From an optimization exercise on the open Yosys and OpenROAD flow, aimed at small area; shortcuts taken in it are not production practice. Function was not checked in any run shown here: the RTL went through the layout flow alone. Power figures rest on the tool's default switching activity, not on a simulated workload.

**flow/config.mk**
```make
export PLATFORM = sky130hd
export DESIGN_NAME = alog_top
export DESIGN_NICKNAME = alog_top
export VERILOG_FILES = /design/flow/design.v
export SDC_FILE = /design/flow/constraint.sdc
export NUM_CORES = 4
export LEC_CHECK = 0
export CAP_MARGIN = 20
export CORE_MARGIN = 2
export CORE_UTILIZATION = 45
export PLACE_DENSITY = 0.55
export SLEW_MARGIN = 20
```
**flow/constraint.sdc**
```tcl
create_clock -name core_clock -period 12.0 [get_ports {clk}]
set_input_delay 2.4000 -clock core_clock [delete_from_list [all_inputs] [get_ports {clk}]]
set_output_delay 2.4000 -clock core_clock [all_outputs]
set_load 0.01 [all_outputs]
```
**flow/design.v**
```verilog
`timescale 1ns/1ps
module divdiv (dividend, divisor, div_state, clk, rstn, enable, result);
input  [31:0] dividend;
input  [31:0] divisor;
input  clk;
input  rstn;
input  enable;
output reg div_state;
output reg [13:0] result;
reg [31:0] temp;
reg [13:0] counter;
reg [13:0] result_pre;
wire [32:0] diff = {1'b0, temp} - {1'b0, divisor};
wire lt = diff[32];
wire gt = ~lt & (|diff[31:0]);
always @(posedge clk or negedge rstn)
    if (!rstn)
        temp <= 32'd0;
    else if (!enable)
        temp <= dividend;
    else if (gt)
        temp <= diff[31:0];
always @(posedge clk or negedge rstn)
    if (!rstn)
        counter <= 14'd0;
    else if (!enable)
        counter <= 14'd0;
    else if (gt)
        counter <= counter + 14'd1;
always @(posedge clk or negedge rstn)
    if (!rstn)
        result_pre <= 14'd0;
    else if (enable)
        result_pre <= counter;
always @(posedge clk or negedge rstn)
    if (!rstn)
        div_state <= 1'b0;
    else
        div_state <= lt;
always @(posedge clk or negedge rstn)
    if (!rstn)
        result <= 14'd0;
    else if (div_state)
        result <= result_pre;
endmodule
`timescale 1ns/1ps
module adaptive_filter (clk, rstn, shift, j, v, x_t0, x_t1, x_in, wv, mac, mac_first, mac_ok,
                        capture, flag_16, e_load, upd_w0, upd, upd_ok, sq_add, sq_sub, byp,
                        reff_31, w0, d);
parameter CH2 = 1;
input clk, rstn, shift;
input [5:0] j, v;
input [13:0] x_t0, x_t1, x_in;
input wv, mac, mac_first, mac_ok, capture, flag_16, e_load, upd_w0, upd, upd_ok, sq_add, sq_sub, byp;
input [13:0] reff_31;
output [31:0] w0;
output [13:0] d;
reg [13:0] e;
reg [31:0] d_sum, n, sq;
reg flag_n, nz31;
wire [31:0] w_tap;
wire [31:0] w_ring = wv ? w_tap : 32'd0;
reg [13:0] x1;
reg [31:0] w0_r;
generate if (CH2) begin : g_w0
    always @(posedge clk or negedge rstn)
        if (rstn == 0)
            x1 <= 14'd0;
        else if (shift)
            x1 <= x_in;
end endgenerate
wire is_w0 = CH2 && (j == 6'd1);
wire [13:0] b = mac      ? (mac_ok ? x_t0 : 14'd0) :
                upd      ? (upd_ok ? x_t1 : 14'd0) :
                upd_w0   ? x1 :
                sq_add   ? x_in :
                sq_sub   ? ((v == 6'd33) ? x_t0 : 14'd0) : 14'd0;
wire [31:0] a = mac ? (is_w0 ? w0_r : w_ring) :
                {18'd0, (upd | upd_w0) ? e : b};
wire [36:0] p = a * b;
wire [31:0] w_new = (upd_w0 ? w0_r : w_ring) + {7'd0, p[24:0]};
wire wr_ring = upd & (j != 6'd32) & !(CH2 && j == 6'd0);
ram_weight ram_weight_1 (.clk(clk), .wr_en(wr_ring), .wr_data(w_new), .byp(byp), .tap(w_tap));
generate if (CH2) begin : g_w0r
    always @(posedge clk or negedge rstn)
        if (rstn == 0)
            w0_r <= 32'd0;
        else if (upd_w0)
            w0_r <= w_new;
end endgenerate
assign w0 = w0_r;
always @(posedge clk or negedge rstn)
    if (rstn == 0)
        d_sum <= 32'd0;
    else if (flag_n & mac)
        d_sum <= (mac_first ? 32'd0 : d_sum) + p[36:5];
always @(posedge clk or negedge rstn)
    if (rstn == 0)
        sq <= 32'd0;
    else if (sq_add)
        sq <= sq + {4'd0, p[27:0]};
    else if (sq_sub)
        sq <= sq - {4'd0, p[27:0]};
always @(posedge clk or negedge rstn)
    if (rstn == 0)
        n <= 32'd0;
    else if (capture & flag_n)
        n <= sq;
always @(posedge clk or negedge rstn)
    if (rstn == 0) begin
        nz31 <= 1'b0;
        flag_n <= 1'b0;
    end else begin
        if (j == 6'd31)
            nz31 <= (v >= 6'd32) & (|x_t0);
        if (shift)
            flag_n <= nz31;
    end
wire div_state;
divdiv divdiv_1 (.dividend(d_sum), .divisor(n), .div_state(div_state), .clk(clk), .rstn(rstn),
                 .enable(~flag_16 & flag_n), .result(d));
always @(posedge clk or negedge rstn)
    if (rstn == 0)
        e <= 14'd0;
    else if (div_state & e_load)
        e <= d[13] ? reff_31 + d : reff_31 - d;
endmodule
`timescale 1ns/1ps
module ram_weight (clk, wr_en, wr_data, byp, tap);
input clk, wr_en, byp;
input [31:0] wr_data;
output [31:0] tap;
reg [33*32-1:0] ring;
assign tap = ring[31:0];
wire [31:0] back = wr_en ? wr_data : ring[31:0];
always @(posedge clk)
    ring <= {back, byp ? ring[31:0] : ring[32*32 +: 32], ring[32*32-1:32]};
endmodule
`timescale 1ns/1ps
module ram_data (clk, rstn, shift, in, wr, in_q, tap0, tap1);
input clk, rstn, shift, wr;
input [13:0] in;
output reg [13:0] in_q;
output [13:0] tap0, tap1;
always @(posedge clk or negedge rstn)
    if (rstn == 0)
        in_q <= 14'd0;
    else if (shift)
        in_q <= in;
reg [33*14-1:0] ring;
assign tap0 = ring[13:0];
assign tap1 = ring[27:14];
always @(posedge clk)
    ring <= {wr ? in_q : ring[13:0], ring[33*14-1:14]};
endmodule
`timescale 1ns/1ps
module alog_top (rstn, clk, buffer_2, buffer_3, reff, head_flag, dout, weight_2_in_0);
input rstn, clk, head_flag;
input [13:0] buffer_2, buffer_3, reff;
output [31:0] weight_2_in_0;
output reg [13:0] dout;
wire [13:0] d_2, d_3;
reg [11:0] counter, counter_pre;
reg [5:0] curr_state, next_state;
reg stop_state, stb_state, adap_filter_state, weight_cal_state, shift_data_state;
always @(posedge clk or negedge rstn)
    if (rstn == 0)
        {stb_state, shift_data_state, weight_cal_state, adap_filter_state, stop_state} <= 5'd0;
    else
        {stb_state, shift_data_state, weight_cal_state, adap_filter_state, stop_state} <= curr_state[4:0];
always @(posedge clk or negedge rstn)
    if (rstn == 0)
        counter_pre <= 12'd0;
    else if (counter_pre == 12'd2128)
        counter_pre <= 12'd0;
    else if (stop_state | stb_state)
        counter_pre <= 12'd0;
    else
        counter_pre <= counter_pre + 12'd1;
always @(posedge clk or negedge rstn)
    if (rstn == 0)
        counter <= 12'd0;
    else
        counter <= counter_pre;
always @(posedge clk or negedge rstn)
    if (rstn == 0)
        curr_state <= 6'd1;
    else
        curr_state <= next_state;
always @(*)
    case (curr_state)
    6'd1    : next_state = head_flag ? 6'd2 : 6'd1;
    6'd2    : next_state = (counter == 12'd2078) ? 6'd4 : 6'd2;
    6'd4    : next_state = (counter == 12'd2113) ? 6'd8 : 6'd4;
    6'd8    : next_state = (counter == 12'd2114) ? 6'd16 : 6'd8;
    6'd16   : next_state = (~head_flag) ? 6'd1 : 6'd16;
    default : next_state = 6'd1;
    endcase
always @(posedge clk or negedge rstn)
    if (rstn == 0)
        dout <= 14'd0;
    else
        dout <= d_2 + d_3;
reg [5:0] fcnt;
reg af_dly, flag_16;
always @(posedge clk or negedge rstn)
    if (rstn == 0)
        fcnt <= 6'd0;
    else if (adap_filter_state == 1'b0)
        fcnt <= 6'd0;
    else if (fcnt != 6'd34)
        fcnt <= fcnt + 6'd1;
always @(posedge clk or negedge rstn)
    if (rstn == 0) begin
        af_dly <= 1'b0;
        flag_16 <= 1'b0;
    end else begin
        af_dly <= adap_filter_state;
        flag_16 <= (fcnt == 6'd33);
    end
wire shift = shift_data_state;
reg [5:0] j;
wire [5:0] j1 = (j == 6'd32) ? 6'd0 : j + 6'd1;
wire [5:0] j2 = (j1 == 6'd32) ? 6'd0 : j1 + 6'd1;
always @(posedge clk or negedge rstn)
    if (rstn == 0)
        j <= 6'd0;
    else
        j <= shift ? j2 : j1;
reg [5:0] v;
always @(posedge clk or negedge rstn)
    if (rstn == 0)
        v <= 6'd0;
    else if (shift && v != 6'd33)
        v <= v + 6'd1;
wire mac     = adap_filter_state & (fcnt != 6'd0) & (fcnt != 6'd34);
wire mac_ok  = (j != 6'd0) & (v > j);
wire capture = (fcnt == 6'd33);
wire e_load  = af_dly & (fcnt == 6'd34);
wire upd_w0  = (counter == 12'd2082);
wire upd     = (counter >= 12'd2083) & (counter <= 12'd2115);
wire upd_end = (counter == 12'd2115);
wire upd_ok  = (v > j1);             
reg sq_pend;
always @(posedge clk or negedge rstn)
    if (rstn == 0)
        sq_pend <= 1'b0;
    else if (flag_16)
        sq_pend <= 1'b1;
    else if (j == 6'd32)
        sq_pend <= 1'b0;
wire sq_add = flag_16;
wire sq_sub = sq_pend & (j == 6'd32);
reg byp_pend;
reg [5:0] byp_cnt;
wire byp_start = byp_pend & (j == 6'd1);
always @(posedge clk or negedge rstn)
    if (rstn == 0) begin
        byp_pend <= 1'b0;
        byp_cnt <= 6'd0;
    end else begin
        if (flag_16)
            byp_pend <= 1'b1;
        else if (byp_start)
            byp_pend <= 1'b0;
        if (byp_start)
            byp_cnt <= 6'd32;
        else if (byp_cnt != 6'd0)
            byp_cnt <= byp_cnt - 6'd1;
    end
wire byp = byp_start | (byp_cnt > 6'd1);
reg wv;
always @(posedge clk or negedge rstn)
    if (rstn == 0)
        wv <= 1'b0;
    else if (upd_end)
        wv <= 1'b1;
wire [13:0] x2_t0, x2_t1, x2_in, x3_t0, x3_t1, x3_in, r_t0;
ram_data ram_data_2 (.clk(clk), .rstn(rstn), .shift(shift), .in(buffer_2), .wr(j == 6'd0), .in_q(x2_in), .tap0(x2_t0), .tap1(x2_t1));
ram_data ram_data_3 (.clk(clk), .rstn(rstn), .shift(shift), .in(buffer_3), .wr(j == 6'd0), .in_q(x3_in), .tap0(x3_t0), .tap1(x3_t1));
ram_data ram_data_r (.clk(clk), .rstn(rstn), .shift(shift), .in(reff), .wr(j == 6'd0), .in_q(), .tap0(r_t0), .tap1());
reg [13:0] reff_31;
always @(posedge clk or negedge rstn)
    if (rstn == 0)
        reff_31 <= 14'd0;
    else if (j == 6'd31)
        reff_31 <= (v >= 6'd32) ? r_t0 : 14'd0;
adaptive_filter #(.CH2(1)) adaptive_filter_2 (.clk(clk), .rstn(rstn), .shift(shift), .j(j), .v(v),
    .x_t0(x2_t0), .x_t1(x2_t1), .x_in(x2_in), .wv(wv), .mac(mac), .mac_first(fcnt == 6'd1), .mac_ok(mac_ok),
    .capture(capture), .flag_16(flag_16), .e_load(e_load), .upd_w0(upd_w0), .upd(upd), .upd_ok(upd_ok),
    .sq_add(sq_add), .sq_sub(sq_sub), .byp(byp), .reff_31(reff_31), .w0(weight_2_in_0), .d(d_2));
adaptive_filter #(.CH2(0)) adaptive_filter_3 (.clk(clk), .rstn(rstn), .shift(shift), .j(j), .v(v),
    .x_t0(x3_t0), .x_t1(x3_t1), .x_in(x3_in), .wv(wv), .mac(mac), .mac_first(fcnt == 6'd1), .mac_ok(mac_ok),
    .capture(capture), .flag_16(flag_16), .e_load(e_load), .upd_w0(upd_w0), .upd(upd), .upd_ok(upd_ok),
    .sq_add(sq_add), .sq_sub(sq_sub), .byp(byp), .reff_31(reff_31), .w0(), .d(d_3));
endmodule
```
**flow/run.sh**
```bash
#!/bin/bash
# synth_recipe.tcl (not shown) runs the flow's synth.tcl, then flattens the netlist and writes it again
# the make line also repeats each setting of config.mk as NAME=value (left out here)
make -C /OpenROAD-flow-scripts/flow DESIGN_CONFIG=/design/flow/config.mk WORK_HOME=/design/flow/orfs CLKGATE_MAP_FILE= SYNTH_SCRIPT=/design/flow/synth_recipe.tcl finish
```
==> results of run 1 <==
[layout make-up]
type / count / area, µm²
antenna: 5 / 12.5
tap: 3958 / 4950
clock buffer: 537 / 11200
timing repair buffer: 1007 / 8040
fill: 25700 / 138000
clock inverter: 163 / 2310
sequential: 4050 / 83900
multi-input combinational: 6028 / 48500
inverter: 843 / 3160
[cell families after synthesis]
group,Yosys count,synth area share
adders and majority gates,1114,0.139
muxes,318,0.0260
xor gates and xnor gates,441,0.0285
and+or+nand+nor,2741,0.0903
buffers and inverters,1151,0.0323
DFF,4050,0.619
AOI/OAI and AO/OA,1414,0.0651
[worst reg2reg max path: cells and delay by family, from the launching register on]
kind / cells / cell delay [ps]
adder cells (fa/ha/maj): 9 / 3850
AO/OA/AOI/OAI: 15 / 2660
AND/OR/NAND/NOR: 13 / 2470
buffers and inverters: 11 / 1320
XOR/XNOR: 4 / 690
flip-flops: 1 / 390
[synthesized netlist by cell type, types with 19 or more instances]
cell type / count
sky130_fd_sc_hd__dfxtp_1: 3498
sky130_fd_sc_hd__nand2_1: 1160
sky130_fd_sc_hd__inv_1: 843
sky130_fd_sc_hd__nor2_1: 739
sky130_fd_sc_hd__fa_1: 657
sky130_fd_sc_hd__dfrtp_1: 551
sky130_fd_sc_hd__ha_1: 455
sky130_fd_sc_hd__a21oi_1: 395
sky130_fd_sc_hd__o21ai_0: 371
sky130_fd_sc_hd__mux2_2: 273
sky130_fd_sc_hd__xnor2_1: 266
sky130_fd_sc_hd__clkbuf_1: 260
sky130_fd_sc_hd__nand3_1: 209
sky130_fd_sc_hd__xor2_1: 175
sky130_fd_sc_hd__and2_1: 150
sky130_fd_sc_hd__a21o_1: 120
sky130_fd_sc_hd__nor3_1: 94
sky130_fd_sc_hd__o21a_1: 91
sky130_fd_sc_hd__nand2b_1: 76
sky130_fd_sc_hd__a31oi_1: 63
sky130_fd_sc_hd__o21bai_1: 57
sky130_fd_sc_hd__nor2b_1: 51
sky130_fd_sc_hd__and3_1: 50
sky130_fd_sc_hd__o21ai_1: 50
sky130_fd_sc_hd__mux2i_1: 45
sky130_fd_sc_hd__or3_1: 42
sky130_fd_sc_hd__buf_1: 34
sky130_fd_sc_hd__o31ai_1: 33
sky130_fd_sc_hd__nor4_1: 31
sky130_fd_sc_hd__nand4_1: 30
sky130_fd_sc_hd__a211oi_1: 27
sky130_fd_sc_hd__o211ai_1: 25
sky130_fd_sc_hd__a221oi_1: 20
sky130_fd_sc_hd__or2_2: 19
[stage by stage]
stage / instance area, µm² / std cells / TNS (ps) / utilization
global route: 162000 / 16600 / -223 / 0.540
global placement: 147000 / 15800 / -4440 / 0.490
finish: 162000 / 16600 / 0 / 0.540
floorplan: 136000 / 11200 / 0 / -
detailed placement: 147000 / 15800 / -5060 / 0.490
CTS: 161000 / 16500 / 0 / 0.536
[layer usage]
layer  share of wire  routed length, µm  GRT usage  up-vias
met4           0.039              12400     0.0794        2
li1                -                  -          -    38600
met5        0.000040                 13          0        -
met3           0.045              14400     0.0307      521
met1            0.46             147000      0.286    39600
met2            0.46             147000      0.340     1554
[sequential cells by signal, summed over array words and instances, names as in the netlist, 32 cells and up]
| name | flops |
|---|---|
| adaptive_filter_2.ram_weight_1.ring | 1056 |
| adaptive_filter_3.ram_weight_1.ring | 1056 |
| ram_data_2.ring | 462 |
| ram_data_3.ring | 462 |
| ram_data_r.ring | 462 |
| adaptive_filter_2.d_sum | 32 |
| adaptive_filter_2.divdiv_1.temp | 32 |
| adaptive_filter_2.n | 32 |
| adaptive_filter_2.sq | 32 |
| adaptive_filter_2.w0_r | 32 |
| adaptive_filter_3.d_sum | 32 |
| adaptive_filter_3.divdiv_1.temp | 32 |
| adaptive_filter_3.n | 32 |
| adaptive_filter_3.sq | 32 |
[final timing paths]
path,from,to,slack [ps],depth (start not counted)
hold / removal,adaptive_filter_2.ram_weight_1.ring[534],adaptive_filter_2.ram_weight_1.ring[502],280,0
setup / recovery,j[0],adaptive_filter_2.sq[31],500,52
setup reg to reg,j[0],adaptive_filter_2.sq[31],500,52
min in group asynchronous,rstn,ram_data_3.in_q[7],1560,1
hold reg to reg,adaptive_filter_2.ram_weight_1.ring[534],adaptive_filter_2.ram_weight_1.ring[502],280,0
max in group asynchronous,rstn,adaptive_filter_3.divdiv_1.temp[3],8010,3
[power by group through the flow]
stage / Combinational [mW] / Clock [mW] / Sequential [mW]
after floorplan: 1.23 / 0 / 13.8
final: 2.56 / 12.4 / 13.5
after global routing: 2.79 / 13.3 / 13.5
after detailed placement: 2.36 / 0 / 13.8
after CTS: 2.41 / 12.7 / 13.5
after global placement: 2.36 / 0 / 13.8
[cells in the final DEF (no fill, tap or decap), types with 60 or more instances in the layout]
cell type,instances
sky130_fd_sc_hd__nand2b_1,74
sky130_fd_sc_hd__and2_1,147
sky130_fd_sc_hd__mux2_2,273
sky130_fd_sc_hd__ha_1,441
sky130_fd_sc_hd__dfxtp_1,3498
sky130_fd_sc_hd__o21ai_1,60
sky130_fd_sc_hd__clkbuf_8,82
sky130_fd_sc_hd__clkbuf_1,64
sky130_fd_sc_hd__a21oi_1,354
sky130_fd_sc_hd__clkbuf_16,392
sky130_fd_sc_hd__clkdlybuf4s50_1,89
sky130_fd_sc_hd__nor2_1,719
sky130_fd_sc_hd__o21a_1,87
sky130_fd_sc_hd__fa_1,646
sky130_fd_sc_hd__buf_4,885
sky130_fd_sc_hd__a21o_1,119
sky130_fd_sc_hd__dfrtp_1,547
sky130_fd_sc_hd__nand2_1,1154
sky130_fd_sc_hd__xnor2_1,256
sky130_fd_sc_hd__inv_1,831
sky130_fd_sc_hd__o21ai_0,344
sky130_fd_sc_hd__nand3_1,206
sky130_fd_sc_hd__nor3_1,87
sky130_fd_sc_hd__xor2_1,174
[what timing repair did]
action                     in CTS  in global routing
gates cloned                    0                  3
gates resized for setup        37                235
setup endpoints to repair      25                 44
setup buffers                   3                 37
pin swaps                       9                123
==> qor.log, run 1 <==
qor: logic_synthesis.yosysWarningCount 52
qor: route.route.antenna.remaining_nets 0
qor: clock_tree.cts-htree-levels 5
qor: clock_tree.clkTransAtPathRegs 70 ps
qor: floorplanning.placementRows 201
qor: global_routing.grt_max_degree 111
qor: placed_design.routabilityCongestion 0.931
qor: logic_synthesis.post_synth_instance_area 0.136 mm²
qor: clock_tree.clk_path_buf_depth 4
qor: route.viasPerCell 4.84
qor: placed_design.dp_worst_setup_slack -583 ps
qor: critical_path.timing.critical_path.slowest_stage_cell sky130_fd_sc_hd__fa_1
qor: timing.timing.max_slew.rel_slack 0.244
qor: timing.finalCritPeriodShare 0.958
qor: route.drt_iter0_drcs 4,361
qor: pwr.share_seq_of_total_power 0.475
qor: layout.finalNetCount 13,500
qor: logic_synthesis.netlist-cell-type-count 101
qor: floorplanning.fp.dieArea 0.306 mm²
qor: timing.final.hold.worst_slack 277 ps
qor: global_routing.grt_util_all_layers 0.210
qor: critical_path.worst_path_most_repeated_cell sky130_fd_sc_hd__fa_1
qor: floorplanning.fp.coreArea 0.300 mm²
qor: route.detailed_route_via_count 80,200
qor: timing.finalWorstPathRequiredPeriod 11,500 ps
qor: pwr.p_switching 6.57 mW
qor: timing.worst-slew-pin-transition 1130 ps
qor: global_routing.grt_pass1_wl 499,000 µm
qor: pwr.totalPowerFinal 28.5 mW
qor: job.max_cap_violations 0
qor: timing.timing.clock.skew 68.0 ps
qor: logic_synthesis.cell_type_contributing_the_most_total_cell_area_after_synthesis sky130_fd_sc_hd__dfxtp_1
qor: placed_design.port-buffer-count 90
qor: logic_synthesis.ys_async_sr_fraction 0.136
qor: clock_tree.clock_sinks 4,050
qor: logic_synthesis.synth_largest_type_area_fraction 0.517
qor: critical_path.critPathKind reg2reg
qor: timing.grt_setup_unrepaired yes
qor: logic_synthesis.flip_flop_and_latch_count_after_synthesis 4,050
qor: pwr.p_leak 71.9 nW
qor: clock_tree.cts_hold_buffers 0
qor: critical_path.worstSetupStartpointType register
qor: clock_tree.cts_root_buf sky130_fd_sc_hd__clkbuf_16
qor: route.detail_route.drc_violations 0
qor: timing.finalSetupViolations 0
qor: floorplanning.dieWidth 553 µm
qor: clock_tree.cts_inserted_buffers 380
qor: floorplanning.die_h 553 µm
qor: pwr.power_report.internal_total 21.9 mW
qor: pwr.vdd.ir_drop.worst 0.174 mV
qor: worst_hold_path.hold_class reg2reg
qor: critical_path.worstPathMaxFanout 5
qor: pwr.clockPowerShare 0.436
qor: critical_path.cp_slowest_stage_delay 560 ps
qor: pwr.powerDensity 176 mW/mm²
qor: logic_synthesis.area_contributors_post_synth sky130_fd_sc_hd__dfxtp_1 (52%), sky130_fd_sc_hd__dfrtp_1 (10%), sky130_fd_sc_hd__fa_1 (9.7%)
qor: logic_synthesis.syn_area_per_cell 12.1 µm²
qor: clock_tree.clk_latency 950 ps
qor: floorplanning.io_pins 91
qor: route.drt_wl_total 321,000 µm
qor: layout.drive_gt1_frac 0.167
qor: placed_design.dp_hpwl 237,000 µm
qor: clock_tree.tritoncts built
qor: route.post_drt_wl_per_cell 19.4 µm
qor: outcome.status no timing/DRC/antenna violations
qor: critical_path.cp_top_family adder cells
qor: critical_path.endpoint_kind register
qor: critical_path.cp_data_arrival_time 12,280 ps
qor: pwr.netSwitchingFraction 0.231
qor: timing.max_clock_freq 86.9 MHz
qor: timing.finalMaxSlewViolations 0
qor: logic_synthesis.synth_cells 11,200
qor: logic_synthesis.synth_edf_count 0
qor: logic_synthesis.synth.yosys.seq_area_share 0.619
qor: floorplanning.initial_util 0.452
qor: pwr.fraction_of_power_consumed_by_combinational_cells 0.090
qor: global_routing.grt_overflow_total 0
qor: layout.flow.area_growth_from_synthesis 19.5%
qor: global_routing.grt_pass1_vias 84,000
qor: global_routing.antenna_found_initial 10
qor: logic_synthesis.ys_dominant_reg_cell sky130_fd_sc_hd__dfxtp_1
qor: timing.fin_ws 498 ps
qor: critical_path.cp.buffers_inverters 11
qor: critical_path.timing.critical_path.required 12,780 ps
qor: route.detail_route.first_pass.iterations 6
qor: logic_synthesis.synth_nets 12,400
qor: timing.number_of_failing_hold_endpoints_at_the_final_stage 0
==> run 2, diff against run 1 <==
--- a/flow/config.mk
+++ b/flow/config.mk
@@ -9,4 +9,5 @@
 export CORE_MARGIN = 2
 export CORE_UTILIZATION = 45
+export CTS_BUF_LIST = sky130_fd_sc_hd__clkbuf_4 sky130_fd_sc_hd__clkbuf_8
 export PLACE_DENSITY = 0.55
 export SLEW_MARGIN = 20
==> run 2 against run 1 <==
Clock power hardly changed. Worst setup slack worse by 18 ps. Global-route usage is 0.17 points higher. Synthesized cell count stayed put. Largest power group unchanged. Maximum frequency is 0.16% lower. Critical path type unchanged. Largest cell class unchanged. Count of clock-buffer cells in the layout is 377 higher. First-iteration DRC count is 2.2% lower.
==> qor.log, run 2 <==
qor: critical_path.cp_slowest_stage_delay 560 ps [about the same]
qor: logic_synthesis.ys_dominant_reg_cell sky130_fd_sc_hd__dfxtp_1
qor: placed_design.dp_worst_setup_slack -583 ps [unchanged]
qor: critical_path.cp.buffers_inverters 14 [+3]
qor: floorplanning.die_h 553 µm [unchanged]
qor: route.detail_route.drc_violations 0 [unchanged]
qor: timing.timing.clock.skew 81.0 ps [+13.0 ps]
qor: logic_synthesis.synth_edf_count 0 [unchanged]
qor: layout.drive_gt1_frac 0.194 [+0.0272]
qor: floorplanning.dieWidth 553 µm [unchanged]
qor: outcome.status no timing/DRC/antenna violations
qor: global_routing.grt_pass1_wl 503,000 µm [+0.95%]
qor: critical_path.worstSetupStartpointType register
qor: layout.flow.area_growth_from_synthesis 19.6% [about the same]
qor: global_routing.grt_util_all_layers 0.212 [+0.00167]
qor: clock_tree.clk_latency 1180 ps [+230 ps]
qor: clock_tree.tritoncts built
qor: route.route.antenna.remaining_nets 0 [unchanged]
qor: floorplanning.fp.dieArea 0.306 mm² [unchanged]
qor: logic_synthesis.yosysWarningCount 52 [unchanged]
qor: clock_tree.cts_inserted_buffers 611 [+61%]
qor: logic_synthesis.netlist_top_cells_count sky130_fd_sc_hd__dfxtp_1 (3,498), sky130_fd_sc_hd__nand2_1 (1,160), sky130_fd_sc_hd__inv_1 (843)
qor: critical_path.endpoint_kind register
qor: clock_tree.clock_sinks 4,050 [unchanged]
qor: pwr.powerDensity 174 mW/mm² [-1.1%]
qor: floorplanning.fp.coreArea 0.300 mm² [unchanged]
qor: critical_path.ff2ff_path_depth 57 [+9.6%]
qor: route.drt_iter0_drcs 4,263 [-2.2%]
qor: clock_tree.cts_root_buf sky130_fd_sc_hd__clkbuf_8
qor: timing.max_clock_freq 86.8 MHz [-0.16%]
qor: critical_path.r2r_start j[0]
qor: route.post_drt_wl_per_cell 19.1 µm [-1.5%]
qor: critical_path.timing.critical_path.required 13,020 ps [+240 ps]
qor: layout.stdcell_area 0.162 mm² [about the same]
qor: placed_design.placedInstanceArea 0.147 mm² [unchanged]
qor: layout.finalNetCount 13,700 [+1.7%]
qor: global_routing.grt_max_degree 111 [unchanged]
qor: clock_tree.cts_hold_buffers 0 [unchanged]
qor: global_routing.antenna_found_initial 12 [+2]
qor: logic_synthesis.synth.yosys.seq_area_share 0.619 [unchanged]
qor: route.detail_route.first_pass.iterations 7 [+1]
qor: layout.regs_by_ff_count adaptive_filter_2.ram_weight_1.ring x1056, adaptive_filter_3.ram_weight_1.ring x1056
qor: critical_path.reg2reg_slack 480 ps [-20 ps]
qor: route.detailed_route_via_count 81,400 [+1.4%]
qor: placed_design.dp_hpwl 237,000 µm [unchanged]
qor: logic_synthesis.area_contributors_post_synth sky130_fd_sc_hd__dfxtp_1 (52%), sky130_fd_sc_hd__dfrtp_1 (10%), sky130_fd_sc_hd__fa_1 (9.7%)
qor: floorplanning.io_pins 91 [unchanged]
qor: timing.finalSetupViolations 0 [unchanged]
qor: timing.worst-slew-pin-transition 1130 ps [-5.88 ps]
qor: pwr.vdd.ir_drop.worst 0.147 mV [-16%]
qor: job.max_cap_violations 0 [unchanged]
qor: global_routing.grt_pass1_vias 86,000 [+2.4%]
qor: logic_synthesis.netlist-cell-type-count 101 [unchanged]
qor: layout.sequential_cell_area 0.0839 mm² [unchanged]
qor: logic_synthesis.cell_type_contributing_the_most_total_cell_area_after_synthesis sky130_fd_sc_hd__dfxtp_1
qor: layout.layout.cells.most_common_list sky130_fd_sc_hd__dfxtp_1 (3,498), sky130_fd_sc_hd__nand2_1 (1,153), sky130_fd_sc_hd__buf_4 (888), sky130_fd_sc_hd__inv_1 (833), sky130_fd_sc_hd__clkbuf_8 (755)
qor: clock_tree.cts-htree-levels 6 [+1]
qor: critical_path.critPathKind reg2reg
qor: critical_path.worstPathMaxFanout 5 [unchanged]
qor: timing.final.hold.worst_slack 275 ps [-2.09 ps]
qor: timing.finalMaxSlewViolations 0 [unchanged]
qor: critical_path.worst_r2r_endpoint adaptive_filter_3.sq[31]
qor: logic_synthesis.flip_flop_and_latch_count_after_synthesis 4,050 [unchanged]
qor: critical_path.worst_path_most_repeated_cell sky130_fd_sc_hd__fa_1
qor: layout.mostFrequentLayoutCell sky130_fd_sc_hd__dfxtp_1
qor: route.viasPerCell 4.80 [-0.74%]
qor: timing.finalWorstPathRequiredPeriod 11,520 ps [+18.5 ps]
qor: layout.filler_cell_count 25,900 [+0.83%]
qor: clock_tree.clk_path_buf_depth 4 [unchanged]
qor: logic_synthesis.synth_nets 12,400 [unchanged]
qor: logic_synthesis.synth_most_common_cell sky130_fd_sc_hd__dfxtp_1
qor: logic_synthesis.post_synth_instance_area 0.136 mm² [unchanged]
qor: timing.number_of_failing_hold_endpoints_at_the_final_stage 0 [unchanged]
qor: clock_tree.clkTransAtPathRegs 60 ps [about the same]
qor: pwr.p_leak 72.6 nW [+0.89%]
qor: logic_synthesis.synth_cells 11,200 [unchanged]
qor: timing.finalCritPeriodShare 0.960 [+0.00154]
qor: critical_path.timing.critical_path.slowest_stage_cell sky130_fd_sc_hd__fa_1
qor: logic_synthesis.synth_largest_type_area_fraction 0.517 [unchanged]
qor: logic_synthesis.ys_async_sr_fraction 0.136 [unchanged]
qor: timing.finalSetupTns 0 ps [unchanged]
qor: placed_design.routabilityCongestion 0.931 [unchanged]
qor: critical_path.critical_path_depth 57 [+9.6%]
qor: placed_design.port-buffer-count 90 [unchanged]
qor: floorplanning.initial_util 0.452 [unchanged]
qor: layout.multi_input_comb_area 0.0485 mm² [-0.11%]
qor: critical_path.cp_data_arrival_time 12,540 ps [+260 ps]
qor: critical_path.cp_top_family adder cells
qor: global_routing.grt_overflow_total 0 [unchanged]
qor: worst_hold_path.hold_class reg2reg
qor: critical_path.crit_start j[0]
qor: timing.fin_ws 480 ps [-18.5 ps]
qor: floorplanning.placementRows 201 [unchanged]
qor: logic_synthesis.syn_area_per_cell 12.1 µm² [unchanged]
qor: critical_path.crit_end adaptive_filter_3.sq[31]
qor: route.drt_wl_total 323,000 µm [+0.62%]
qor: timing.timing.max_slew.rel_slack 0.249 [+0.00495]
qor: timing.grt_setup_unrepaired yes
[run 2: metal layers]
metal,vias up,wire [µm],GRT usage
li1,39200,-,-
met3,608,14100,0.0341
met5,-,13,0
met2,1656,147000,0.340
met1,40000,149000,0.286
met4,2,12800,0.0857
[run 2: cell families (layout without fill, tap and decap cells)]
logic type / after synthesis / in the layout / synth area share
fa+ha+maj: 1114 / 1114 / 0.139
mux: 318 / 318 / 0.0260
buf+inv: 1151 / 2917 / 0.0323
xor+xnor: 441 / 441 / 0.0285
other cells: 0 / 3 / 0
flops: 4050 / 4050 / 0.619
simple gates: 2741 / 2741 / 0.0903
compound gates: 1414 / 1414 / 0.0651
[run 2: where the power goes]
part / switching (mW) / leakage [nW] / internal [mW]
sequential: 0.0261 / 35.8 / 13.5
combinational: 1.38 / 29.5 / 1.16
clock: 5.31 / 7.22 / 6.82
total: 6.72 / 72.6 / 21.5
[run 2: worst min-delay path by stage]
stage	from	endpoint	slack, ps	cells past startpoint
finish	ram_data_r.ring[69]	ram_data_r.ring[55]	280	0
global route	adaptive_filter_2.ram_weight_1.ring[502]	adaptive_filter_2.ram_weight_1.ring[470]	270	0
CTS	adaptive_filter_2.ram_weight_1.ring[502]	adaptive_filter_2.ram_weight_1.ring[470]	260	0
detailed placement	adaptive_filter_2.ram_weight_1.ring[34]	adaptive_filter_2.ram_weight_1.ring[2]	310	0
global placement	adaptive_filter_2.ram_weight_1.ring[746]	adaptive_filter_2.ram_weight_1.ring[714]	310	0
floorplan	adaptive_filter_2.ram_weight_1.ring[32]	adaptive_filter_2.ram_weight_1.ring[0]	310	0
[run 2: layout make-up]
class	count	area share
sequential	4050	0.517
multi-input combinational	6028	0.299
clock buffer	914	0.0715
timing repair buffer	1004	0.0493
tap	3958	0.0305
inverter	843	0.0195
clock inverter	156	0.0130
antenna	3	0.0000463
[run 2: timing repair]
action / CTS / global route
cloned: 0 / 1
endpoints found under the setup margin: 25 / 48
endpoints found under the hold margin: 0 / 0
gates resized for setup: 29 / 222
pin swaps: 7 / 112
setup buffers: 3 / 35
[run 2: metrics by stage]
| stage | power (mW) | util | instances |
|---|---|---|---|
| after detailed placement | 16.2 | 0.490 | 15800 |
| after global routing | 29.4 | 0.541 | 17000 |
| after floorplan | 15.0 | - | 11200 |
| final | 28.2 | 0.541 | 17000 |
| after global placement | 16.2 | 0.490 | 15800 |
| after CTS | 28.5 | 0.537 | 16900 |
==> run 3, diff against run 2 <==
--- a/flow/config.mk
+++ b/flow/config.mk
@@ -8,6 +8,5 @@
 export CAP_MARGIN = 20
 export CORE_MARGIN = 2
-export CORE_UTILIZATION = 45
-export CTS_BUF_LIST = sky130_fd_sc_hd__clkbuf_4 sky130_fd_sc_hd__clkbuf_8
-export PLACE_DENSITY = 0.55
+export CORE_UTILIZATION = 60
+export PLACE_DENSITY = 0.7
 export SLEW_MARGIN = 20
==> run 3 against run 2 <==
Still clean. Power is 1.8% lower. Maximum frequency shrank 0.65%. Count of clock-buffer cells in the layout down 408. Routed wire length grew 0.88%. Worst setup slack lost 76 ps. Area after synthesis stayed put. Non-clock buffer count down 217. Die area fell by 25%. Combinational power down 6%. Synthesized cell count did not move. Clock power about the same. Cell count shrank 9.4%. Critical path type unchanged. Critical endpoint unchanged. Largest power group unchanged. Highest routed layer unchanged.
==> qor.log, run 3 <==
qor: clock_tree.cts_root_buf sky130_fd_sc_hd__clkbuf_16
qor: critical_path.timing.critical_path.required 12,790 ps [-230 ps]
qor: floorplanning.placementRows 174 [-13%]
qor: worst_hold_path.hold_class reg2reg
qor: floorplanning.fp.coreArea 0.225 mm² [-25%]
qor: placed_design.port-buffer-count 90 [unchanged]
qor: layout.finalNetCount 13,200 [-3.4%]
qor: critical_path.timing.critical_path.slowest_stage_cell sky130_fd_sc_hd__fa_1
qor: timing.finalSetupViolations 0 [unchanged]
qor: logic_synthesis.yosysWarningCount 52 [unchanged]
qor: timing.finalCritPeriodShare 0.966 [+0.00631]
qor: floorplanning.die_h 479 µm [-13%]
qor: timing.number_of_failing_hold_endpoints_at_the_final_stage 0 [unchanged]
qor: placed_design.placedInstanceArea 0.144 mm² [-1.9%]
qor: global_routing.antenna_found_initial 15 [+3]
qor: timing.finalMaxSlewViolations 0 [unchanged]
qor: floorplanning.fp.dieArea 0.230 mm² [-25%]
qor: global_routing.grt_util_all_layers 0.286 [+0.0744]
qor: logic_synthesis.synth_nets 12,400 [unchanged]
qor: global_routing.grt_overflow_total 0 [unchanged]
qor: logic_synthesis.ys_dominant_reg_cell sky130_fd_sc_hd__dfxtp_1
qor: critical_path.cp_slowest_stage_delay 560 ps [about the same]
qor: critical_path.endpoint_kind register
qor: logic_synthesis.flip_flop_and_latch_count_after_synthesis 4,050 [unchanged]
qor: route.route.antenna.remaining_nets 0 [unchanged]
qor: logic_synthesis.synth.yosys.seq_area_share 0.619 [unchanged]
qor: logic_synthesis.synth_most_common_cell sky130_fd_sc_hd__dfxtp_1
qor: logic_synthesis.netlist-cell-type-count 101 [unchanged]
qor: route.drt_iter0_drcs 5,421 [+27%]
qor: placed_design.routabilityCongestion 0.955 [+2.6%]
qor: critical_path.cp.buffers_inverters 14 [unchanged]
qor: logic_synthesis.synth_cells 11,200 [unchanged]
qor: timing.grt_setup_unrepaired yes
qor: clock_tree.cts-htree-levels 5 [-1]
qor: logic_synthesis.ys_async_sr_fraction 0.136 [unchanged]
qor: route.detail_route.drc_violations 0 [unchanged]
qor: floorplanning.dieWidth 479 µm [-13%]
qor: critical_path.cp_top_family adder cells
qor: timing.worst-slew-pin-transition 1130 ps [+5.04 ps]
qor: outcome.status no timing/DRC/antenna violations
qor: timing.finalWorstPathRequiredPeriod 11,600 ps [+75.8 ps]
qor: route.post_drt_wl_per_cell 21.2 µm [+11%]
qor: placed_design.dp_worst_setup_slack -369 ps [+214 ps]
qor: route.drt_wl_total 326,000 µm [+0.88%]
qor: critical_path.critPathKind reg2reg
qor: route.detail_route.first_pass.iterations 6 [-1]
qor: global_routing.grt_max_degree 176 [+59%]
qor: floorplanning.initial_util 0.603 [+0.151]
qor: global_routing.grt_pass1_wl 503,000 µm [about the same]
qor: critical_path.cp_data_arrival_time 12,390 ps [-150 ps]
qor: logic_synthesis.area_contributors_post_synth sky130_fd_sc_hd__dfxtp_1 (52%), sky130_fd_sc_hd__dfrtp_1 (10%), sky130_fd_sc_hd__fa_1 (9.7%)
qor: layout.layout.cells.most_common_list sky130_fd_sc_hd__dfxtp_1 (3,498), sky130_fd_sc_hd__nand2_1 (1,158), sky130_fd_sc_hd__inv_1 (834), sky130_fd_sc_hd__nor2_1 (728), sky130_fd_sc_hd__buf_4 (680)
qor: logic_synthesis.synth_largest_type_area_fraction 0.517 [unchanged]
qor: critical_path.worstSetupStartpointType register
qor: global_routing.grt_pass1_vias 86,200 [+0.21%]
qor: job.max_cap_violations 0 [unchanged]
qor: timing.fin_ws 404 ps [-75.7 ps]
qor: clock_tree.clk_path_buf_depth 4 [unchanged]
qor: clock_tree.clkTransAtPathRegs 60 ps [about the same]
qor: clock_tree.cts_inserted_buffers 369 [-40%]
qor: layout.mostFrequentLayoutCell sky130_fd_sc_hd__dfxtp_1
qor: timing.timing.max_slew.rel_slack 0.238 [-0.0113]
qor: route.viasPerCell 5.28 [+10%]
qor: layout.flow.area_growth_from_synthesis 16.2%
qor: logic_synthesis.synth_edf_count 0 [unchanged]
qor: critical_path.worstPathMaxFanout 5 [unchanged]
qor: clock_tree.tritoncts built
qor: clock_tree.clock_sinks 4,050 [unchanged]
qor: placed_design.dp_hpwl 224,000 µm [-5.2%]
qor: pwr.p_leak 70.3 nW [-3.2%]
qor: pwr.vdd.ir_drop.worst 0.199 mV [+36%]
qor: timing.timing.clock.skew 123 ps [+42.0 ps]
qor: layout.drive_gt1_frac 0.143 [-0.0507]
qor: logic_synthesis.cell_type_contributing_the_most_total_cell_area_after_synthesis sky130_fd_sc_hd__dfxtp_1
qor: timing.max_clock_freq 86.2 MHz [-0.65%]
qor: logic_synthesis.netlist_top_cells_count sky130_fd_sc_hd__dfxtp_1 (3,498), sky130_fd_sc_hd__nand2_1 (1,160), sky130_fd_sc_hd__inv_1 (843)
qor: layout.stdcell_area 0.157 mm² [-2.8%]
qor: route.detailed_route_via_count 81,100 [-0.34%]
qor: floorplanning.io_pins 91 [unchanged]
qor: pwr.powerDensity 176 mW/mm² [+1.1%]
qor: clock_tree.clk_latency 980 ps [-200 ps]
qor: logic_synthesis.post_synth_instance_area 0.136 mm² [unchanged]
qor: layout.regs_by_ff_count adaptive_filter_2.ram_weight_1.ring x1056, adaptive_filter_3.ram_weight_1.ring x1056
qor: logic_synthesis.syn_area_per_cell 12.1 µm² [unchanged]
run 3: timing repair:
| action | 4_1_cts | 5_1_grt |
|---|---|---|
| setup endpoints to repair | 8 | 46 |
| setup buffers | 1 | 32 |
| hold buffers | 0 | 0 |
| resized for setup | 6 | 178 |
| cloned | 0 | 1 |
| pin swaps | 1 | 87 |
run 3: worst paths after layout:
kind | end | slack [ps] | depth (start not counted) | startpoint
max | adaptive_filter_3.sq[31] | 400 | 55 | j[1]
min | adaptive_filter_2.ram_weight_1.ring[236] | 250 | 0 | adaptive_filter_2.ram_weight_1.ring[268]
max reg2reg | adaptive_filter_3.sq[31] | 400 | 55 | j[1]
min reg2reg | adaptive_filter_2.ram_weight_1.ring[236] | 250 | 0 | adaptive_filter_2.ram_weight_1.ring[268]
max in group asynchronous | adaptive_filter_2.x1[5] | 8400 | 3 | rstn
min in group asynchronous | ram_data_3.in_q[11] | 1510 | 1 | rstn
run 3: logic make-up after synthesis:
logic type,synth area share
fa+ha+maj,0.139
compound gates,0.0651
xor+xnor,0.0285
simple gates,0.0903
buf+inv,0.0323
flops,0.619
mux,0.0260
run 3: power breakdown:
group | leakage, nW | switching [mW] | internal, mW | total (mW)
combinational | 28.4 | 1.30 | 1.09 | 2.40
clock | 6.04 | 5.04 | 6.73 | 11.8
sequential | 35.8 | 0.0264 | 13.5 | 13.5
run 3: stage by stage:
stage	util	instances	power, mW	hold WS, ps	setup TNS, ps
after floorplan	-	11200	15.0	310	0
after global placement	0.642	14700	16.1	310	-251
after detailed placement	0.642	14700	16.1	312	-467
after CTS	0.696	15300	27.8	246	-122
after global routing	0.701	15300	28.6	266	-364
final	0.701	15400	27.7	247	0
run 3: worst register-to-register path: cells and delay by family, from the launching register on:
kind	cells	cell delay (ps)
AO/OA/AOI/OAI	14	2450
XOR/XNOR	3	570
adder cells (fa/ha/maj)	9	3840
buffers and inverters	14	1540
flip-flops	1	390
AND/OR/NAND/NOR	15	2670
run 3: layout make-up:
class	instances	area, µm²
tap	2992	3740
timing repair buffer	787	6340
fill	15600	67200
clock inverter	141	1560
sequential	4050	83900
antenna	8	20.0
clock buffer	506	10700
inverter	843	3160
multi-input combinational	6028	48100
run 3: metal layers:
layer  track usage  wire (µm)  vias up
met3        0.0406      15700      804
met2         0.480     156000     2243
li1              -          -    38100
met5             0         23        -
met1         0.371     138000    40000
met4         0.128      16600        4

separate check: timing with driven ports:
The flow's constraints put no driver on any port. The routed layouts listed below were extracted and timed again, unchanged, in two steps.
Step 1: set_driving_cell puts a clkbuf_16 on clk and a buf_2 on each other input, an assumption about the parent block.
Step 2 moves the port delays by t, midway between the first and last clock arrival at a register: inputs arrive t later, outputs are due t later. That takes back most of the time a late clock gives input paths.
a / b / c = ideal ports / drivers / drivers and shift; a / b = the first two.
| run | shift t [ns] | setup slack, ns | hold slack, ns | latest minus earliest clock arrival (ns) |
|---|---|---|---|---|
| run 1 | 1.013 | 0.498 / 0.498 / 0.498 | 0.277 / 0.277 / 0.277 | 0.072 / 0.072 |
| run 2 | 1.230 | 0.480 / 0.480 / 0.480 | 0.275 / 0.275 / 0.275 | 0.081 / 0.081 |
| run 3 | 1.035 | 0.404 / 0.404 / 0.404 | 0.247 / 0.247 / 0.247 | 0.166 / 0.166 |
After both steps setup and hold are still met in every run listed.
